From an optimization exercise on the open Yosys and OpenROAD flow, aimed at small area, a short achievable clock period and few clock cycles per item; shortcuts taken in it are not production practice. The RTL of this run was laid out without a check of its function.

<file path="flow/flow/run.sh">
#!/bin/bash
# The standard layout (standard.sh: the standard flow's own synthesis and ORFS steps),
# with plain buf_1 cells as the port buffers instead of the delay buffers
# buffer_ports picks by default. Every port still gets its own buffer.
set -euo pipefail
export BUFFER_PORTS_ARGS="-buffer_cell sky130_fd_sc_hd__buf_1"
bash standard.sh > standard.log 2>&1
</file>
<file path="flow/standard.sh">
#!/bin/bash
# synth_recipe.tcl (not shown) runs the flow's synth.tcl, then flattens the netlist and writes it again
# the make line also repeats each setting of config.mk as NAME=value (left out here)
make -C /OpenROAD-flow-scripts/flow DESIGN_CONFIG=/design/flow/config.mk WORK_HOME=/design/flow/orfs CLKGATE_MAP_FILE= SYNTH_SCRIPT=/design/flow/synth_recipe.tcl "${@:-finish}"
</file>
<file path="flow/config.mk">
export PLATFORM = sky130hd
export DESIGN_NAME = fm_3d_ru_outline_setup
export DESIGN_NICKNAME = fm_3d_ru_outline_setup
export VERILOG_FILES = /design/flow/design.v
export SDC_FILE = /design/flow/constraint.sdc
export NUM_CORES = 4
export LEC_CHECK = 0
export ABC_AREA = 1
export CAP_MARGIN = 20
export CORE_MARGIN = 2
export CORE_UTILIZATION = 40
export CTS_BUF_LIST = sky130_fd_sc_hd__clkbuf_4 sky130_fd_sc_hd__clkbuf_8
export PLACE_DENSITY = 0.6
export SETUP_SLACK_MARGIN = 5
export SLEW_MARGIN = 20
</file>
<file path="flow/constraint.sdc">
create_clock -name core_clock -period 10.0 [get_ports {clk_core}]
set_input_delay 2.0000 -clock core_clock [delete_from_list [all_inputs] [get_ports {clk_core}]]
set_output_delay 2.0000 -clock core_clock [all_outputs]
set_load 0.01 [all_outputs]
</file>
<file path="flow/design.v">
module fm_3d_norm (
  i_s,
  i_e,
  i_f,
  o_b
);
    input         i_s;           
    input  [4:0]  i_e;           
    input  [16:0] i_f;           
    output [21:0] o_b;           
    wire        w_carry;        
    wire [3:0]  w_penc;         
    wire        w_c_zero;       
    wire        w_ce_zero;      
    wire [15:0] w_lshifted;     
    wire [4:0]  w_lshift_val;   
    wire [15:0] w_c_fraction;
    wire [15:0] w_c_frac;
    wire [4:0]  w_c_exp;        
    wire        w_c_sign;       
    wire [5:0]  w_incdec_out;   
    assign w_carry  = i_f[16];
    assign w_c_zero = (i_f == 17'h0);
    assign w_penc = f_prenc(i_f[15:0]);
    assign w_incdec_out = f_incdec(i_e, w_penc, w_carry);
    assign  w_lshift_val = w_penc;
    assign w_lshifted = i_f[15:0] << w_lshift_val;
    assign w_c_frac = (w_carry) ? i_f[16:1] : w_lshifted;
    assign w_c_exp = (w_c_zero|w_incdec_out[5]) ? 5'h0 : w_incdec_out[4:0];
    assign w_ce_zero = (w_c_exp == 5'h0);
    assign w_c_sign = i_s & !w_ce_zero;
    assign w_c_fraction = (w_ce_zero) ? 16'h0 : w_c_frac;
    assign o_b = {w_c_sign, w_c_exp, w_c_fraction};
function [3:0] f_prenc;
  input [15:0] mat;
  begin
    if (mat[15] == 1'b1) begin
      f_prenc = 4'h0;
    end else if (mat[14] == 1'b1) begin
      f_prenc = 4'h1;
    end else if (mat[13] == 1'b1) begin
      f_prenc = 4'h2;
    end else if (mat[12] == 1'b1) begin
      f_prenc = 4'h3;
    end else if (mat[11] == 1'b1) begin
      f_prenc = 4'h4;
    end else if (mat[10] == 1'b1) begin
      f_prenc = 4'h5;
    end else if (mat[9] == 1'b1) begin
      f_prenc = 4'h6;
    end else if (mat[8] == 1'b1) begin
      f_prenc = 4'h7;
    end else if (mat[7] == 1'b1) begin
      f_prenc = 4'h8;
    end else if (mat[6] == 1'b1) begin
      f_prenc = 4'h9;
    end else if (mat[5] == 1'b1) begin
      f_prenc = 4'ha;
    end else if (mat[4] == 1'b1) begin
      f_prenc = 4'hb;
    end else if (mat[3] == 1'b1) begin
      f_prenc = 4'hc;
    end else if (mat[2] == 1'b1) begin
      f_prenc = 4'hd;
    end else if (mat[1] == 1'b1) begin
      f_prenc = 4'he;
    end else begin
      f_prenc = 4'hf;
    end
  end
endfunction
function [5:0] f_incdec;
  input [4:0] a;
  input [3:0] b;
  input       inc;
  reg   [5:0] r_inc;
  reg   [5:0] r_dec;
  reg         r_1f_flag;
  begin
    r_1f_flag = (a == 5'h1f);
    r_inc = a + !r_1f_flag;
    r_dec = a - b;
    f_incdec = (inc) ? r_inc : r_dec;
  end
endfunction
endmodule
module fm_3d_fadd_c (
  i_a,
  i_b,
  i_adsb,
  o_c
);
    input  [21:0] i_a;
    input  [21:0] i_b;
    input         i_adsb;    
    output [21:0] o_c;
    wire         w_a_sign = i_a[21];
    wire [4:0]   w_a_exp  = i_a[20:16];
    wire [15:0]  w_a_fraction = i_a[15:0];
    wire         w_b_sign = i_b[21];
    wire [4:0]   w_b_exp  = i_b[20:16];
    wire [15:0]  w_b_fraction = i_b[15:0];
    wire        w_mag_frac = (w_a_fraction <= w_b_fraction);
    wire        w_mag_exp = (w_a_exp <= w_b_exp);
    wire [4:0]  w_exp_l = (w_mag_exp) ? w_b_exp : w_a_exp;
    wire [4:0]  w_amb = w_a_exp - w_b_exp;
    wire [4:0]  w_bma = w_b_exp - w_a_exp;
    wire [4:0]  w_ex0 = (w_mag_exp) ? w_bma : w_amb;
    wire        w_mag = (w_ex0 == 5'b0) ? w_mag_frac : w_mag_exp;
    wire [15:0] w_f0 = (!w_mag) ? w_a_fraction : w_b_fraction;
    wire        w_sign = (w_mag == 1'b0) ? w_a_sign : (i_adsb ^ w_b_sign);
    wire        w_sub = ((w_a_sign ^ w_b_sign) & !i_adsb) |
                        (!(w_a_sign ^ w_b_sign) & i_adsb);
    wire [15:0] w_f1_sa = w_a_fraction >> w_ex0;
    wire [15:0] w_f1_sb = w_b_fraction >> w_ex0;
    wire [15:0] w_f1t = (w_mag) ? w_f1_sa : w_f1_sb;
    wire [16:0] w_mats = (!w_sub) ? (w_f0 + w_f1t) : (w_f0 - w_f1t);
    fm_3d_norm norm (
        .i_s(w_sign),
        .i_e(w_exp_l),
        .i_f(w_mats),
        .o_b(o_c)
    );
endmodule
module fm_3d_fsub3 (
  clk_core,
  i_en,
  i_a,
  i_b,
  o_n,
  o_one,
  o_two,
  o_c
);
    input         clk_core;
    input         i_en;
    input  [20:0] i_a;
    input  [20:0] i_b;
    output [21:0] o_n;       
    output        o_one;     
    output        o_two;     
    output [21:0] o_c;       
    wire [4:0]   w_a_exp  = i_a[20:16];
    wire [15:0]  w_a_fraction = i_a[15:0];
    wire [4:0]   w_b_exp  = i_b[20:16];
    wire [15:0]  w_b_fraction = i_b[15:0];
    wire        w_mag_frac = (w_a_fraction <= w_b_fraction);
    wire        w_mag_exp = (w_a_exp <= w_b_exp);
    wire [4:0]  w_exp_l = (w_mag_exp) ? w_b_exp : w_a_exp;
    wire [4:0]  w_amb = w_a_exp - w_b_exp;
    wire [4:0]  w_bma = w_b_exp - w_a_exp;
    wire [4:0]  w_ex0 = (w_mag_exp) ? w_bma : w_amb;
    wire        w_mag = (w_ex0 == 5'b0) ? w_mag_frac : w_mag_exp;
    reg         r_sign1;
    reg  [4:0]  r_exp1;
    reg  [4:0]  r_ex0;
    reg  [15:0] r_f0;
    reg  [15:0] r_f1;
    reg         r_sign2;
    reg  [4:0]  r_exp2;
    reg  [16:0] r_mats;
    reg  [21:0] r_c;
    always @(posedge clk_core) begin
        if (i_en) begin
            r_sign1 <= w_mag;
            r_exp1 <= w_exp_l;
            r_ex0 <= w_ex0;
            r_f0 <= w_mag ? w_b_fraction : w_a_fraction;
            r_f1 <= w_mag ? w_a_fraction : w_b_fraction;
        end
    end
    wire [15:0] w_f1t = r_f1 >> r_ex0;
    always @(posedge clk_core) begin
        if (i_en) begin
            r_sign2 <= r_sign1;
            r_exp2 <= r_exp1;
            r_mats <= {1'b0, r_f0} - {1'b0, w_f1t};
        end
    end
    fm_3d_norm norm (
        .i_s(r_sign2),
        .i_e(r_exp2),
        .i_f(r_mats),
        .o_b(o_n)
    );
    always @(posedge clk_core) begin
        if (i_en) r_c <= o_n;
    end
    wire        w_carry = r_mats[16];
    wire [3:0]  w_pe = f_prenc(r_mats[15:0]);
    wire [15:0] w_m1 = r_mats[15:0] - 16'h1;
    wire        w_pow2 = ((r_mats[15:0] & w_m1) == 16'h0);
    assign o_one = (r_mats == 17'h0) | (!w_carry & (r_exp2 <= {1'b0, w_pe}));
    assign o_two = w_carry ? ((r_mats[15:1] == 15'h0) & (r_exp2 == 5'd14)) :
                             ((r_mats[15:0] != 16'h0) & w_pow2 &
                              (r_exp2 == {1'b0, w_pe} + 5'd15));
function [3:0] f_prenc;
  input [15:0] mat;
  integer i;
  begin
    f_prenc = 4'hf;
    for (i = 1; i < 16; i = i + 1)
      if (mat[i]) f_prenc = 4'd15 - i[3:0];
  end
endfunction
    assign o_c = r_c;
endmodule
module fm_3d_fsub1_c (
  i_a,
  o_c
);
    input  [20:0] i_a;
    output [20:0] o_c;
    wire [4:0]  w_e = i_a[20:16];
    wire [15:0] w_f = i_a[15:0];
    wire [15:0] w_d15 = {1'b0, w_f[14:0]};
    wire [3:0]  w_pe = f_prenc(w_d15);
    wire [4:0]  w_e15 = 5'd15 - {1'b0, w_pe};
    wire [15:0] w_f15 = w_d15 << w_pe;
    wire        w_z15 = (w_d15 == 16'h0) | (w_e15 == 5'd0);
    wire [4:0]  w_k = w_e - 5'd15;
    wire [15:0] w_sh = 16'h8000 >> w_k;
    wire [15:0] w_dh = w_f - w_sh;
    wire [20:0] w_rh = w_dh[15] ? {w_e, w_dh} : {w_e - 5'd1, w_dh[14:0], 1'b0};
    assign o_c = (w_e < 5'd15) ? 21'h0 :
                 (w_e == 5'd15) ? (w_z15 ? 21'h0 : {w_e15, w_f15}) :
                                  w_rh;
function [3:0] f_prenc;
  input [15:0] mat;
  integer i;
  begin
    f_prenc = 4'hf;
    for (i = 1; i < 16; i = i + 1)
      if (mat[i]) f_prenc = 4'd15 - i[3:0];
  end
endfunction
endmodule
module fm_3d_fadd05_c (
  i_a,
  o_c
);
    input  [20:0] i_a;
    output [20:0] o_c;
    wire [4:0]  w_e = i_a[20:16];
    wire [15:0] w_f = i_a[15:0];
    wire [4:0]  w_s = 5'd14 - w_e;
    wire [15:0] w_fl = 16'h8000 | (w_f >> w_s);
    wire [4:0]  w_k = w_e - 5'd14;
    wire [16:0] w_sum = {1'b0, w_f} + {1'b0, 16'h8000 >> w_k};
    wire [4:0]  w_ei = w_e + {4'd0, (w_e != 5'h1f)};
    wire [20:0] w_rh = w_sum[16] ? {w_ei, w_sum[16:1]} : {w_e, w_sum[15:0]};
    assign o_c = (w_e == 5'd0) ? {5'd14, 16'h8000} :
                 (w_e < 5'd14) ? {5'd14, w_fl} : w_rh;
endmodule
module fm_3d_fmul (
  clk_core,
  i_en,
  i_a,
  i_b,
  o_c
);
    input         clk_core;
    input         i_en;
    input  [21:0] i_a;
    input  [21:0] i_b;
    output [21:0] o_c;
    reg           r_sign_1z;
    reg    [23:0] r_h;
    reg    [15:0] r_l;
    reg    [4:0]  r_ce_tmp_1z;
    wire [4:0]  w_a_exp = i_a[20:16];
    wire [15:0] w_a_fraction = i_a[15:0];
    wire [4:0]  w_b_exp = i_b[20:16];
    wire [15:0] w_b_fraction = i_b[15:0];
    wire [5:0]  w_exp_add = w_a_exp + w_b_exp;
    wire [5:0]  w_adder_out = w_exp_add -  4'hf;
    wire [4:0]  w_ce_tmp = (w_exp_add < 5'hf) ? 5'h00 :
                           (w_adder_out[5])   ? 5'h1f :
                                                w_adder_out[4:0];
    wire [10:0] w_hy = {2'b00, w_b_fraction[15:8], 1'b0};
    wire [2:0]  w_hd0 = w_hy[2:0];
    wire        w_hn0 = w_hd0[2] & ~(w_hd0[1] & w_hd0[0]);
    wire        w_ho0 = w_hd0[1] ^ w_hd0[0];
    wire        w_ht0 = (w_hd0 == 3'b100) | (w_hd0 == 3'b011);
    wire [17:0] w_hx0 = (({18{w_ho0}} & {2'b00, w_a_fraction}) |
                          ({18{w_ht0}} & {1'b0, w_a_fraction, 1'b0})) ^ {18{w_hn0}};
    wire [23:0] w_hr0 = {5'b0, ~w_hn0, w_hx0} << 0;
    wire [2:0]  w_hd1 = w_hy[4:2];
    wire        w_hn1 = w_hd1[2] & ~(w_hd1[1] & w_hd1[0]);
    wire        w_ho1 = w_hd1[1] ^ w_hd1[0];
    wire        w_ht1 = (w_hd1 == 3'b100) | (w_hd1 == 3'b011);
    wire [17:0] w_hx1 = (({18{w_ho1}} & {2'b00, w_a_fraction}) |
                          ({18{w_ht1}} & {1'b0, w_a_fraction, 1'b0})) ^ {18{w_hn1}};
    wire [23:0] w_hr1 = {5'b0, ~w_hn1, w_hx1} << 2;
    wire [2:0]  w_hd2 = w_hy[6:4];
    wire        w_hn2 = w_hd2[2] & ~(w_hd2[1] & w_hd2[0]);
    wire        w_ho2 = w_hd2[1] ^ w_hd2[0];
    wire        w_ht2 = (w_hd2 == 3'b100) | (w_hd2 == 3'b011);
    wire [17:0] w_hx2 = (({18{w_ho2}} & {2'b00, w_a_fraction}) |
                          ({18{w_ht2}} & {1'b0, w_a_fraction, 1'b0})) ^ {18{w_hn2}};
    wire [23:0] w_hr2 = {5'b0, ~w_hn2, w_hx2} << 4;
    wire [2:0]  w_hd3 = w_hy[8:6];
    wire        w_hn3 = w_hd3[2] & ~(w_hd3[1] & w_hd3[0]);
    wire        w_ho3 = w_hd3[1] ^ w_hd3[0];
    wire        w_ht3 = (w_hd3 == 3'b100) | (w_hd3 == 3'b011);
    wire [17:0] w_hx3 = (({18{w_ho3}} & {2'b00, w_a_fraction}) |
                          ({18{w_ht3}} & {1'b0, w_a_fraction, 1'b0})) ^ {18{w_hn3}};
    wire [23:0] w_hr3 = {5'b0, ~w_hn3, w_hx3} << 6;
    wire [2:0]  w_hd4 = w_hy[10:8];
    wire        w_hn4 = w_hd4[2] & ~(w_hd4[1] & w_hd4[0]);
    wire        w_ho4 = w_hd4[1] ^ w_hd4[0];
    wire        w_ht4 = (w_hd4 == 3'b100) | (w_hd4 == 3'b011);
    wire [17:0] w_hx4 = (({18{w_ho4}} & {2'b00, w_a_fraction}) |
                          ({18{w_ht4}} & {1'b0, w_a_fraction, 1'b0})) ^ {18{w_hn4}};
    wire [23:0] w_hr4 = {5'b0, ~w_hn4, w_hx4} << 8;
    wire [23:0] w_hnr = ({23'b0, w_hn0} << 0) | ({23'b0, w_hn1} << 2) | ({23'b0, w_hn2} << 4) | ({23'b0, w_hn3} << 6) | ({23'b0, w_hn4} << 8);
    wire [23:0] w_h = w_hr0 + w_hr1 + w_hr2 + w_hr3 + w_hr4 + w_hnr + 24'hac0000;
    wire [10:0] w_ly = {2'b00, w_b_fraction[7:0], 1'b0};
    wire [2:0]  w_ld0 = w_ly[2:0];
    wire        w_ln0 = w_ld0[2] & ~(w_ld0[1] & w_ld0[0]);
    wire        w_lo0 = w_ld0[1] ^ w_ld0[0];
    wire        w_lt0 = (w_ld0 == 3'b100) | (w_ld0 == 3'b011);
    wire [17:0] w_lx0 = (({18{w_lo0}} & {2'b00, w_a_fraction}) |
                          ({18{w_lt0}} & {1'b0, w_a_fraction, 1'b0})) ^ {18{w_ln0}};
    wire [23:0] w_lr0 = {5'b0, ~w_ln0, w_lx0} << 0;
    wire [2:0]  w_ld1 = w_ly[4:2];
    wire        w_ln1 = w_ld1[2] & ~(w_ld1[1] & w_ld1[0]);
    wire        w_lo1 = w_ld1[1] ^ w_ld1[0];
    wire        w_lt1 = (w_ld1 == 3'b100) | (w_ld1 == 3'b011);
    wire [17:0] w_lx1 = (({18{w_lo1}} & {2'b00, w_a_fraction}) |
                          ({18{w_lt1}} & {1'b0, w_a_fraction, 1'b0})) ^ {18{w_ln1}};
    wire [23:0] w_lr1 = {5'b0, ~w_ln1, w_lx1} << 2;
    wire [2:0]  w_ld2 = w_ly[6:4];
    wire        w_ln2 = w_ld2[2] & ~(w_ld2[1] & w_ld2[0]);
    wire        w_lo2 = w_ld2[1] ^ w_ld2[0];
    wire        w_lt2 = (w_ld2 == 3'b100) | (w_ld2 == 3'b011);
    wire [17:0] w_lx2 = (({18{w_lo2}} & {2'b00, w_a_fraction}) |
                          ({18{w_lt2}} & {1'b0, w_a_fraction, 1'b0})) ^ {18{w_ln2}};
    wire [23:0] w_lr2 = {5'b0, ~w_ln2, w_lx2} << 4;
    wire [2:0]  w_ld3 = w_ly[8:6];
    wire        w_ln3 = w_ld3[2] & ~(w_ld3[1] & w_ld3[0]);
    wire        w_lo3 = w_ld3[1] ^ w_ld3[0];
    wire        w_lt3 = (w_ld3 == 3'b100) | (w_ld3 == 3'b011);
    wire [17:0] w_lx3 = (({18{w_lo3}} & {2'b00, w_a_fraction}) |
                          ({18{w_lt3}} & {1'b0, w_a_fraction, 1'b0})) ^ {18{w_ln3}};
    wire [23:0] w_lr3 = {5'b0, ~w_ln3, w_lx3} << 6;
    wire [2:0]  w_ld4 = w_ly[10:8];
    wire        w_ln4 = w_ld4[2] & ~(w_ld4[1] & w_ld4[0]);
    wire        w_lo4 = w_ld4[1] ^ w_ld4[0];
    wire        w_lt4 = (w_ld4 == 3'b100) | (w_ld4 == 3'b011);
    wire [17:0] w_lx4 = (({18{w_lo4}} & {2'b00, w_a_fraction}) |
                          ({18{w_lt4}} & {1'b0, w_a_fraction, 1'b0})) ^ {18{w_ln4}};
    wire [23:0] w_lr4 = {5'b0, ~w_ln4, w_lx4} << 8;
    wire [23:0] w_lnr = ({23'b0, w_ln0} << 0) | ({23'b0, w_ln1} << 2) | ({23'b0, w_ln2} << 4) | ({23'b0, w_ln3} << 6) | ({23'b0, w_ln4} << 8);
    wire [23:0] w_l = w_lr0 + w_lr1 + w_lr2 + w_lr3 + w_lr4 + w_lnr + 24'hac0000;
    always @(posedge clk_core) begin
        if (i_en) begin
            r_sign_1z <= i_a[21] ^ i_b[21];
            r_h <= w_h;
            r_l <= w_l[23:8];
            r_ce_tmp_1z <= w_ce_tmp;
        end
    end
    wire [24:0] w_x = {1'b0, r_h} + {9'h0, r_l} + 25'd64;
    wire [16:0] w_cf_tmp2 = w_x[23:7];
    wire        w_carry = w_cf_tmp2[16];
    wire [4:0]  w_ce = (w_cf_tmp2 == 17'h0) ? 5'h0 :
                       (w_carry & (r_ce_tmp_1z != 5'h1f)) ? r_ce_tmp_1z + 5'h1 :
                                                           r_ce_tmp_1z;
    wire [15:0] w_cf = w_carry ? w_cf_tmp2[16:1] : w_cf_tmp2[15:0];
    assign o_c = (w_ce == 5'h0) ? 22'h0 : {r_sign_1z, w_ce, w_cf};
endmodule
module fm_3d_frcp_rom (
  i_a,
  o_c
);
    input  [6:0]  i_a;
    output [31:0] o_c;
    wire   [4095:0] w_tab = {
        32'h40400080, 32'h40810081, 32'h40c20082, 32'h41040083, 32'h41460084, 32'h41890085, 32'h41cc0086, 32'h42100087,
        32'h42540088, 32'h429a008a, 32'h42df008b, 32'h4325008c, 32'h436c008d, 32'h43b3008e, 32'h43fb008f, 32'h44440091,
        32'h448d0092, 32'h44d70093, 32'h45210094, 32'h456c0095, 32'h45b80097, 32'h46040098, 32'h46510099, 32'h469e009b,
        32'h46ed009c, 32'h473c009d, 32'h478b009f, 32'h47dc00a0, 32'h482d00a2, 32'h487e00a3, 32'h48d100a4, 32'h492400a6,
        32'h497800a7, 32'h49cd00a9, 32'h4a2200aa, 32'h4a7900ac, 32'h4ad000ae, 32'h4b2700af, 32'h4b8000b1, 32'h4bda00b2,
        32'h4c3400b4, 32'h4c8f00b6, 32'h4ceb00b8, 32'h4d4800b9, 32'h4da600bb, 32'h4e0400bd, 32'h4e6400bf, 32'h4ec400c0,
        32'h4f2600c2, 32'h4f8800c4, 32'h4fec00c6, 32'h505000c8, 32'h50b500ca, 32'h511b00cc, 32'h518300ce, 32'h51eb00d0,
        32'h525400d2, 32'h52bf00d4, 32'h532a00d7, 32'h539700d9, 32'h540500db, 32'h547400dd, 32'h54e400e0, 32'h555500e2,
        32'h55c700e4, 32'h563b00e7, 32'h56b000e9, 32'h572600ec, 32'h579d00ee, 32'h581600f1, 32'h588f00f3, 32'h590b00f6,
        32'h598700f9, 32'h5a0500fb, 32'h5a8400fe, 32'h5b050101, 32'h5b870104, 32'h5c0b0107, 32'h5c90010a, 32'h5d17010d,
        32'h5d9f0110, 32'h5e290113, 32'h5eb40116, 32'h5f410119, 32'h5fd0011d, 32'h60600120, 32'h60f20123, 32'h61860127,
        32'h621b012a, 32'h62b2012e, 32'h634c0132, 32'h63e70136, 32'h64830139, 32'h6522013d, 32'h65c30141, 32'h66660145,
        32'h670b0149, 32'h67b2014d, 32'h685b0152, 32'h69060156, 32'h69b4015a, 32'h6a63015f, 32'h6b150164, 32'h6bca0168,
        32'h6c80016d, 32'h6d3a0172, 32'h6df50177, 32'h6eb3017c, 32'h6f740181, 32'h70380186, 32'h70fe018c, 32'h71c70191,
        32'h72920197, 32'h7361019d, 32'h743201a2, 32'h750701a8, 32'h75de01af, 32'h76b901b5, 32'h779701bb, 32'h787801c2,
        32'h795c01c8, 32'h7a4401cf, 32'h7b3001d6, 32'h7c1f01dd, 32'h7d1101e5, 32'h7e0701ec, 32'h7f0101f4, 32'h800001fc
    };
    assign o_c = w_tab[{i_a, 5'd0} +: 32];
endmodule
module fm_3d_frcp (
  clk_core,
  i_en,
  i_a,
  o_c,
  o_zero
);
    input         clk_core;
    input         i_en;
    input  [21:0] i_a;
    output [21:0] o_c;
    output        o_zero;
    reg    [21:0] r_c;
    reg           r_zo;
    reg           r_a_sign;
    reg    [4:0]  r_ce_tmp;
    reg           r_zero_flag;
    reg    [15:0] r_base;
    reg    [7:0]  r_corr;
    wire   [4:0]  w_a_exp = i_a[20:16];
    wire   [15:0] w_a_fraction = i_a[15:0];
    wire   [31:0] w_rom_out;
    wire   [15:0] w_rom_base = w_rom_out[31:16];    
    wire   [8:0]  w_rom_diff = w_rom_out[8:0];      
    wire   [16:0] w_rom_correct = w_rom_diff * w_a_fraction[7:0];
    always @(posedge clk_core) begin
        if (i_en) begin
            r_a_sign <= i_a[21];
            r_ce_tmp <= 5'h1e - w_a_exp;
            r_zero_flag <= (w_a_exp == 5'h0);
            r_base <= w_rom_base;
            r_corr <= w_rom_correct[16:9];
        end
    end
    wire   [15:0] w_cf_tmp = r_base - {8'h0, r_corr};
    wire          w_sh = !w_cf_tmp[15];
    wire   [5:0]  w_ce = {1'b0, r_ce_tmp} - {5'h0, w_sh};
    wire          w_cz = w_ce[5] | (w_ce[4:0] == 5'h0);
    wire   [15:0] w_cf = w_sh ? {w_cf_tmp[14:0], 1'b0} : w_cf_tmp;
    wire   [21:0] w_c = w_cz ? 22'h0 : {r_a_sign, w_ce[4:0], w_cf};
    always @(posedge clk_core) begin
        if (i_en) begin
            r_c <= (r_zero_flag) ? 22'h0 : w_c;
            r_zo <= r_zero_flag;
        end
    end
    fm_3d_frcp_rom frcp_rom (
        .i_a(w_a_fraction[14:8]),
        .o_c(w_rom_out)
    );
    assign o_c = r_c;
    assign o_zero = r_zo;
endmodule
module fm_3d_ru_outline_setup (
    clk_core,
    rst_x,
    i_aa_en,
    i_valid,
    o_ack,
    i_vtx0_x,
    i_vtx0_y,
    i_vtx1_x,
    i_vtx1_y,
    i_vtx2_x,
    i_vtx2_y,
    o_valid,
    o_is_first,
    o_is_second,
    o_aa_mode,
    o_idle,
    o_start_x_e0,
    o_start_x_05_e0,
    o_start_y_e0,
    o_end_y_e0,
    o_delta_e0,
    o_delta_t_e0,
    o_delta_a_e0,
    o_start_x_e1,
    o_start_x_05_e1,
    o_start_y_e1,
    o_end_y_e1,
    o_delta_e1,
    o_delta_t_e1,
    o_delta_a_e1,
    o_start_x_e2,
    o_start_x_05_e2,
    o_start_y_e2,
    o_end_y_e2,
    o_delta_e2,
    o_delta_t_e2,
    o_delta_a_e2,
    i_ack
);
    input         clk_core;
    input         rst_x;
    input         i_aa_en;
    input         i_valid;
    output        o_ack;
    input  [20:0] i_vtx0_x;
    input  [20:0] i_vtx0_y;
    input  [20:0] i_vtx1_x;
    input  [20:0] i_vtx1_y;
    input  [20:0] i_vtx2_x;
    input  [20:0] i_vtx2_y;
    output        o_is_first;
    output        o_is_second;
    output        o_valid;
    output        o_aa_mode;
    output        o_idle;
    output [20:0] o_start_x_e0;
    output [20:0] o_start_x_05_e0;
    output [20:0] o_start_y_e0;
    output [20:0] o_end_y_e0;
    output [21:0] o_delta_e0;
    output [21:0] o_delta_t_e0;
    output [21:0] o_delta_a_e0;
    output [20:0] o_start_x_e1;
    output [20:0] o_start_x_05_e1;
    output [20:0] o_start_y_e1;
    output [20:0] o_end_y_e1;
    output [21:0] o_delta_e1;
    output [21:0] o_delta_t_e1;
    output [21:0] o_delta_a_e1;
    output [20:0] o_start_x_e2;
    output [20:0] o_start_x_05_e2;
    output [20:0] o_start_y_e2;
    output [20:0] o_end_y_e2;
    output [21:0] o_delta_e2;
    output [21:0] o_delta_t_e2;
    output [21:0] o_delta_a_e2;
    input         i_ack;
    localparam [21:0] W_10 = 22'h0f8000;
    localparam [21:0] W_05 = 22'h0e8000;
    reg    [2:0]  r_ph;         
    reg           r_stall;
    reg           r_fv;         
    reg           r_v1, r_rec1, r_aa1, r_oaa1;
    reg           r_rec2, r_aa2, r_oaa2;
    reg    [1:0]  r_pend;       
    reg           r_aa_mode;
    reg    [2:0]  r_cnt;        
    reg           r_idle;
    reg           r_nph1_dy, r_nph2_dy, r_nph0_dx, r_nph2_dx, r_nph2_cu;
    wire          w_adv = !r_stall;
    wire          w_ph0 = r_ph[0];
    wire          w_ph1 = r_ph[1];
    wire          w_ph2 = r_ph[2];
    reg    [20:0] r1_v0x, r1_v1x, r1_v2x, r1_v0y, r1_v1y, r1_v2y;
    reg           r1_isf, r1_iss;
    reg    [20:0] r2_v1x, r2_v2x, r2_v0y, r2_v1y, r2_v2y;
    reg           r2_isf, r2_iss;
    reg    [21:0] r_rcb, r_rcc, r_rcd;
    reg           r_zb, r_zc, r_zd;
    reg    [21:0] r_dla, r_dlb;
    reg    [20:0] o_sx2, o_sy2, o_sx1, o_sy1;
    reg    [20:0] o_ey0, o_ey1, o_x052, o_x051;
    reg    [21:0] o_dl0, o_dl1, o_dl2;
    reg    [21:0] o_rc0, o_rc1, o_rc2;
    reg           o_z0, o_z1, o_z2;
    reg           o_isf, o_iss;
    wire   [20:0] w_dy_a = !r_nph1_dy ? i_vtx1_y : i_vtx0_y;
    wire   [20:0] w_dy_b = !r_nph2_dy ? i_vtx1_y : i_vtx2_y;
    wire   [21:0] w_dy;
    wire   [21:0] w_dy_n;
    wire          w_dy_one, w_dy_two;
    fm_3d_fsub3 u_dy (
        .clk_core(clk_core),
        .i_en(w_adv),
        .i_a(w_dy_a),
        .i_b(w_dy_b),
        .o_n(w_dy_n),
        .o_one(w_dy_one),
        .o_two(w_dy_two),
        .o_c(w_dy)
    );
    wire          w_isf = (i_vtx2_y != i_vtx1_y);
    wire          w_iss = (i_vtx1_y != i_vtx0_y);
    wire          w_one_line = w_dy_one;
    wire          w_two_line = w_dy_two;
    wire          w_cancel = w_one_line | (w_two_line & w_isf & !i_aa_en);
    wire          w_only_aa = w_two_line & w_isf & i_aa_en;
    reg           r_ack;        
    reg           r_ov;         
    assign o_ack = r_ack;
    wire          w_accept = o_ack & i_valid;
    wire   [21:0] w_rc;
    wire          w_rz;
    fm_3d_frcp u_rcp (
        .clk_core(clk_core),
        .i_en(w_adv),
        .i_a(w_dy),
        .o_c(w_rc),
        .o_zero(w_rz)
    );
    wire   [20:0] w_dx_a = !r_nph2_dx ? i_vtx0_x : !r_nph0_dx ? r1_v1x : r1_v0x;
    wire   [20:0] w_dx_b = !r_nph2_dx ? i_vtx2_x : !r_nph0_dx ? r1_v2x : r1_v1x;
    wire   [21:0] w_dx;
    wire   [21:0] w_dx_n;
    fm_3d_fsub3 u_dx (
        .clk_core(clk_core),
        .i_en(w_adv),
        .i_a(w_dx_a),
        .i_b(w_dx_b),
        .o_n(w_dx_n),
        .o_one(),
        .o_two(),
        .o_c(w_dx)
    );
    wire   [21:0] w_dl;
    fm_3d_fmul u_mul (
        .clk_core(clk_core),
        .i_en(w_adv),
        .i_a(w_dx),
        .i_b(w_rc),
        .o_c(w_dl)
    );
    wire   [20:0] w_ey, w_x05;
    reg    [20:0] r_ey0, r_x052;
    fm_3d_fsub1_c  u_ey  (.i_a(!r_nph2_cu ? r2_v1y : r2_v0y), .o_c(w_ey));
    fm_3d_fadd05_c u_x05 (.i_a(!r_nph2_cu ? r2_v1x : r2_v2x), .o_c(w_x05));
    wire          w_f1 = w_adv & w_ph2;     
    wire          w_wr = w_f1 & r_rec2;     
    always @(posedge clk_core) begin
        if (w_f1) begin
            r1_v0x <= i_vtx0_x;
            r1_v1x <= i_vtx1_x;
            r1_v2x <= i_vtx2_x;
            r1_v0y <= i_vtx0_y;
            r1_v1y <= i_vtx1_y;
            r1_v2y <= i_vtx2_y;
            r1_isf <= w_isf;
            r1_iss <= w_iss;
            r2_v1x <= r1_v1x;
            r2_v2x <= r1_v2x;
            r2_v0y <= r1_v0y;
            r2_v1y <= r1_v1y;
            r2_v2y <= r1_v2y;
            r2_isf <= r1_isf;
            r2_iss <= r1_iss;
        end
        if (w_adv & w_ph1) begin
            r_ey0 <= w_ey;
            r_x052 <= w_x05;
        end
        if (w_adv) begin
            r_rcb <= w_rc;
            r_rcc <= r_rcb;
            r_rcd <= r_rcc;
            r_zb <= w_rz;
            r_zc <= r_zb;
            r_zd <= r_zc;
            r_dla <= w_dl;
            r_dlb <= r_dla;
        end
        if (w_wr) begin
            o_sx2 <= r2_v2x;
            o_sy2 <= r2_v2y;
            o_sx1 <= r2_v1x;
            o_sy1 <= r2_v1y;
            o_ey0 <= r_ey0;
            o_ey1 <= w_ey;
            o_x052 <= r_x052;
            o_x051 <= w_x05;
            o_dl0 <= r_dlb;
            o_dl1 <= r_dla;
            o_dl2 <= w_dl;
            o_rc0 <= r_rcd;
            o_rc1 <= r_rcc;
            o_rc2 <= r_rcb;
            o_z0 <= r_zd;
            o_z1 <= r_zc;
            o_z2 <= r_zb;
            o_isf <= r2_isf;
            o_iss <= r2_iss;
        end
    end
    wire   [2:0]  w_ph_n = w_adv ? {r_ph[1:0], r_ph[2]} : r_ph;
    wire          w_rec2_n = w_f1 ? r_rec1 : r_rec2;
    wire          w_take = o_valid & i_ack;
    wire   [1:0]  w_pend_n = w_wr ? (r_oaa2 ? 2'd1 : r_aa2 ? 2'd2 : 2'd1) :
                             w_take ? r_pend - 2'd1 : r_pend;
    wire          w_stall_n = w_ph_n[2] & w_rec2_n & (w_pend_n != 2'd0);
    wire          w_fv_n = (w_adv & w_ph0) ? i_valid : r_fv;
    wire          w_last = w_take & (r_pend == 2'd1);
    wire   [2:0]  w_cnt_n = r_cnt + {2'b0, (w_accept & !w_cancel)} - {2'b0, w_last};
    always @(posedge clk_core or negedge rst_x) begin
        if (~rst_x) begin
            r_ph <= 3'b001;
            r_nph1_dy <= 1'b1;
            r_nph2_dy <= 1'b1;
            r_nph0_dx <= 1'b0;
            r_nph2_dx <= 1'b1;
            r_nph2_cu <= 1'b1;
            r_stall <= 1'b0;
            r_ack <= 1'b0;
            r_ov <= 1'b0;
            r_fv <= 1'b0;
            r_v1 <= 1'b0;
            r_rec1 <= 1'b0;
            r_aa1 <= 1'b0;
            r_oaa1 <= 1'b0;
            r_rec2 <= 1'b0;
            r_aa2 <= 1'b0;
            r_oaa2 <= 1'b0;
            r_pend <= 2'd0;
            r_aa_mode <= 1'b0;
            r_cnt <= 3'd0;
            r_idle <= 1'b1;
        end else begin
            r_ph <= w_ph_n;
            r_nph1_dy <= !w_ph_n[1];
            r_nph2_dy <= !w_ph_n[2];
            r_nph0_dx <= !w_ph_n[0];
            r_nph2_dx <= w_ph_n[0] | w_ph_n[1];
            r_nph2_cu <= w_ph_n[0] ^ w_ph_n[1];
            r_stall <= w_stall_n;
            r_ack <= w_ph_n[2] & w_fv_n & !w_stall_n;
            r_ov <= (w_pend_n != 2'd0);
            r_fv <= w_fv_n;
            if (w_f1) begin
                r_v1 <= r_fv;
                r_rec1 <= r_fv & !w_cancel;
                r_aa1 <= i_aa_en;
                r_oaa1 <= w_only_aa;
                r_rec2 <= r_rec1;
                r_aa2 <= r_aa1;
                r_oaa2 <= r_oaa1;
            end
            r_pend <= w_pend_n;
            if (w_wr) r_aa_mode <= r_oaa2;
            else if (w_take) r_aa_mode <= 1'b1;
            r_cnt <= w_cnt_n;
            r_idle <= !((i_valid & !w_accept) | (w_cnt_n != 3'd0));
        end
    end
    assign o_valid = r_ov;
    assign o_aa_mode = r_aa_mode;
    assign o_idle = r_idle;
    assign o_is_first = o_isf;
    assign o_is_second = o_iss;
    assign o_start_x_e0 = o_sx2;
    assign o_start_x_05_e0 = o_x052;
    assign o_start_y_e0 = o_sy2;
    assign o_end_y_e0 = o_ey0;
    assign o_delta_e0 = o_dl0;
    assign o_delta_t_e0 = o_rc0;
    assign o_delta_a_e0 = o_z0 ? 22'h0 : W_05;
    assign o_start_x_e1 = o_sx2;
    assign o_start_x_05_e1 = o_x052;
    assign o_start_y_e1 = o_sy2;
    assign o_end_y_e1 = o_ey1;
    assign o_delta_e1 = o_dl1;
    assign o_delta_t_e1 = o_rc1;
    assign o_delta_a_e1 = o_z1 ? 22'h0 : W_05;
    assign o_start_x_e2 = o_sx1;
    assign o_start_x_05_e2 = o_x051;
    assign o_start_y_e2 = o_sy1;
    assign o_end_y_e2 = o_ey0;
    assign o_delta_e2 = o_dl2;
    assign o_delta_t_e2 = o_rc2;
    assign o_delta_a_e2 = o_z2 ? 22'h0 : W_05;
endmodule
</file>
==> run summary <==
Timing
Setup repair after global routing could not meet its margin everywhere. The normalized max-slew margin is between 10% and 20%. The worst-case clock skew is between 0.05 and 0.06 ns. The total count of max-transition violations in the final report is 0.

The post-route minimum period is approximately 6.0 ns. The total count of hold-check failures in the final report is 0. The post-route worst hold slack is ~0.39 ns. The highest achievable clock rate is between 0.15 and 0.2 GHz. The slew of the pin with the lowest slew margin is approximately 1.2 ns. Setup violations remaining at the end of the flow were counted as 0. The portion of the clock cycle consumed by the worst path in the final layout is between 60% and 70%.

Yosys
The fraction of post-synthesis cell area in the top cell type by area is between 40 and 50%. The leading area contributor after synthesis is edfxtp_1. The most used flip-flop cell after synthesis is edfxtp_1. Summing every instance area after synthesis gives 0.0613 mm². The share of the Yosys chip area taken by registers is between 40% and 50%. In this run, synthesis produced a sequential element count of approximately 1,000. In this run, distinct cell masters in the synthesized netlist total a little under 80. After technology mapping, the gate count stands at between 6,000 and 7,000. The post-synthesis area per instance is 9.64 µm². In this run, synthesis inferred 970 flip-flops with an integrated enable. Counting flops with an async set or reset pin after synthesis yields a share of under 10%. In the post-synthesis netlist, the biggest area contributors are edfxtp_1, ha_1, nand2_1. Yosys printed 6 warnings.

Die
The I/O pin count is around 600. For this configuration, the core starts out at a cell density of 40.3%. The row count is between 100 and 150. The core region is between 0.15 and 0.2 mm². The area enclosed by the die boundary is between 0.15 and 0.2 mm². The floorplan step set the die height to 395 µm. Measured along the x axis, the die boundary spans just under 400 µm.

Clocking
The sink count of the clock tree is about 1,000. TritonCTS built the clock tree. The buffer cell driving the clock tree root is clkbuf_8. The clock tree synthesis step divided the H-tree into 4 levels.

The clock edge transition at the registers on the reported setup and hold paths is about 0.060 ns. Counting along the longest clock path gives a buffer depth of 3. The number of clock buffers inserted by TritonCTS is between 150 and 200. At the later pin of the worst-skew pair, clock insertion delay measures between 0.9 and 1 ns.

The number of hold buffers added after CTS is 0.

Finish
Leaving out fill and tap cells, the most frequent cell in the layout is nand2_1. In the layout the commonest cells are nand2_1, edfxtp_1, inv_1. The count of filler cells inserted in the layout is around 14,000. The register with the most flip-flops in the layout has 24 of them. The share of cells above drive strength 1 is roughly 14%. Compared with the post-synthesis result, the final layout area differs by 18.0%. After routing the design area is a little over 0.07 mm². The register with the most flip-flops is u_mul.r_h. The total number of nets in the final design is about 7,700.

Detailed routing
The count of nets left with antenna violations once routing finished came out at 0. The via-per-instance ratio is approximately 5.2. The number of detailed-route iterations in the first pass is 7. The number of violations reported at the end of detailed-routing iteration 0 is 3,879. The number of remaining DRC errors is 0. The wire length after detailed routing is 177 mm.

After detailed routing, the average wire length per cell comes to a little under 20 µm. The routed layout has roughly 48,000 vias.

Setup path
At the worst endpoint, the arrival time is approximately 6.7 ns. Counting cells, the worst reg-to-reg path comes to 32. The delay of the slowest cell on the worst path is approximately 0.49 ns.

The count of buffer and inverter cells on the critical path is 7. The most numerous cell on the critical path is ha_4. In this design, the largest share of critical-path delay is due to adder cells.

Tracing the worst setup path back leads to its startpoint at u_rcp.r_c[9]$_SDFFCE_PP0N_. The flop-to-flop setup slack is 3.98 ns. The critical path crosses 32 cells after its start point. The endpoint type of the worst setup path is a flip-flop.

The kind of launch point of the worst setup path is a flip-flop. Along the worst path, the maximum fanout reaches 4. The critical path is of the reg -> reg type. The reg-to-reg endpoint is u_mul.r_h[19]$_DFFE_PN_. The critical path ends at u_mul.r_h[19]$_DFFE_PN_. The largest individual stage delay along the critical path comes from the cell fa_1. The reg-to-reg startpoint is u_rcp.r_c[9]$_SDFFCE_PP0N_. The worst path required time is 10.67 ns.

Outcome
The flow ran to the end and the layout has no timing, DRC or antenna violations.

GRT
Entering global routing, the biggest net connects about 160 pins. The global-route wire length before repair is between 200 and 300 mm. The number of global-route vias before repair is about 46,000. For this run the aggregate overflow at the end of global routing stands at 0. The number of antenna violations at the first check in global routing is 9. The overall global routing resource usage is roughly 22%.

Place
The HPWL after detailed placement is 128 mm. The total of buffers placed on input and output ports is 532. Routability-driven placement finished with a final weighted congestion of around 0.94.

Summing all placed instances gives a cell area of about 0.064 mm².

Min path
Along the worst hold path, the cell count comes to 0. The path class of the tightest hold or removal check is reg -> reg.

Flow run
The tool flagged a number of max-cap violations equal to 0.
## synth_stat cells (all sizes together) (6+ instances only)
cell / count
a21boi: 9
a221oi: 11
xor2: 260
o22ai: 134
ha: 381
nand4: 43
edfxtp: 970
mux2i: 17
o21ai: 507
nand3: 318
a21o: 12
o221ai: 11
o2111ai: 8
nor4: 14
a211oi: 13
dfrtp: 19
a22oi: 6
a31oi: 22
o211ai: 72
or2: 60
nand3b: 6
xnor2: 74
fa: 136
inv: 843
a32o: 8
dfstp: 6
o21bai: 14
nor2: 375
nand2: 1236
clkbuf: 144
a21oi: 291
nor3: 51
o31ai: 12
o21a: 15
o311ai: 6
clkinv: 10
buf: 212
## cells by family (layout without fill, tap and decap cells)
kind of cell	count (synthesis)	after routing	share of synthesized area [%]
multiplexers	18	18	0.296
AO/OA/AOI/OAI	1165	1165	11.0
buffers and inverters	1209	1978	8.52
AND/OR/NAND/NOR	2113	2116	14.5
adder cells (fa/ha/maj)	517	517	12.2
XOR/XNOR	334	334	4.87
other	1	61	0.00612
flip-flops	995	995	48.6
## worst register-to-register path: cells and delay by family, from the launching register on
family / cells / cell delay, ns
compound gates: 11 / 1.66
xor+xnor: 3 / 0.35
fa+ha+maj: 7 / 2.21
buf+inv: 7 / 0.75
flops: 1 / 0.43
simple gates: 4 / 0.40
## cell type report
cell class	instances	area (µm²)	area share, %
diodes	7	17.5	0.0242
clock buffers	199	2560	3.54
clock inverters	110	1000	1.38
inverters	853	3400	4.70
multi-input cells	4204	28400	39.3
flip-flops and latches	995	29800	41.2
well taps	2030	2540	3.51
repair buffers	812	4580	6.34
repair inverters	4	21.3	0.0294
## layer usage
layer / vias to the layer above / track usage, % / routed length, µm
met1: 22700 / 29.8 / 77100
li1: 22800 / - / -
met3: 343 / 3.23 / 10700
met4: 4 / 7.72 / 5770
met5: - / 0 / 29
met2: 1768 / 36.1 / 83700
## stage by stage
| stage | setup TNS (ns) | utilization [%] | cells | setup slack, ns |
|---|---|---|---|---|
| floorplan | -12.54 | - | 6405 | -0.433 |
| global placement | 0 | 42.3 | 8656 | 2.59 |
| detailed placement | 0 | 42.4 | 8657 | 2.72 |
| CTS | 0 | 46.5 | 9121 | 4.19 |
| global route | 0 | 47.5 | 9212 | 3.80 |
| finish | 0 | 47.5 | 9214 | 3.98 |
## how the worst min path moves through the flow
stage,startpoint,endpoint
after detailed placement,r_ey0[17]$_DFFE_PP_,o_ey0[17]$_DFFE_PP_
after floorplan,r_dlb[0]$_DFFE_PN_,o_dl0[0]$_DFFE_PP_
after global placement,r_dlb[2]$_DFFE_PN_,o_dl0[2]$_DFFE_PP_
after global routing,r_rcd[8]$_DFFE_PN_,o_rc0[8]$_DFFE_PP_
after CTS,r_rcd[8]$_DFFE_PN_,o_rc0[8]$_DFFE_PP_
final,r_rcd[8]$_DFFE_PN_,o_rc0[8]$_DFFE_PP_
## what timing repair did
action | in CTS | in global routing
pin swaps | 98 | 119
resized for setup | 369 | 198
endpoints found under the setup margin | 221 | 225
buffers inserted | 146 | 83
gates cloned | 9 | 3

afterwards: timing with drivers on the ports:
No port has a modelled driver above. Below, the same layout with a new extraction and two added sets of constraints. Step 1 (the two cells are an assumption about what drives the block):
set clk [get_ports {clk_core}]
set_driving_cell -lib_cell sky130_fd_sc_hd__clkbuf_16 $clk
set_driving_cell -lib_cell sky130_fd_sc_hd__buf_2 [delete_from_list [all_inputs] $clk]
Step 2, shift: input delay + t, output delay - t, t = (earliest + latest rising clock arrival at the registers) / 2. This alone moves slack from input paths to output paths. a / b / c = no drivers / after step 1 / after step 2; a / b = the first two.
t (ns): 0.991
setup WS [ns]: 3.976 / 3.976 / 3.976
clock arrival spread, ns: 0.078 / 0.078
slew at the worst register clock pin (ns): 0.07 / 0.07
After both steps setup and hold are still met in this run. For this run, drivers alone change the setup slack by 0.000 ns; drivers and shift together by 0.000 ns.
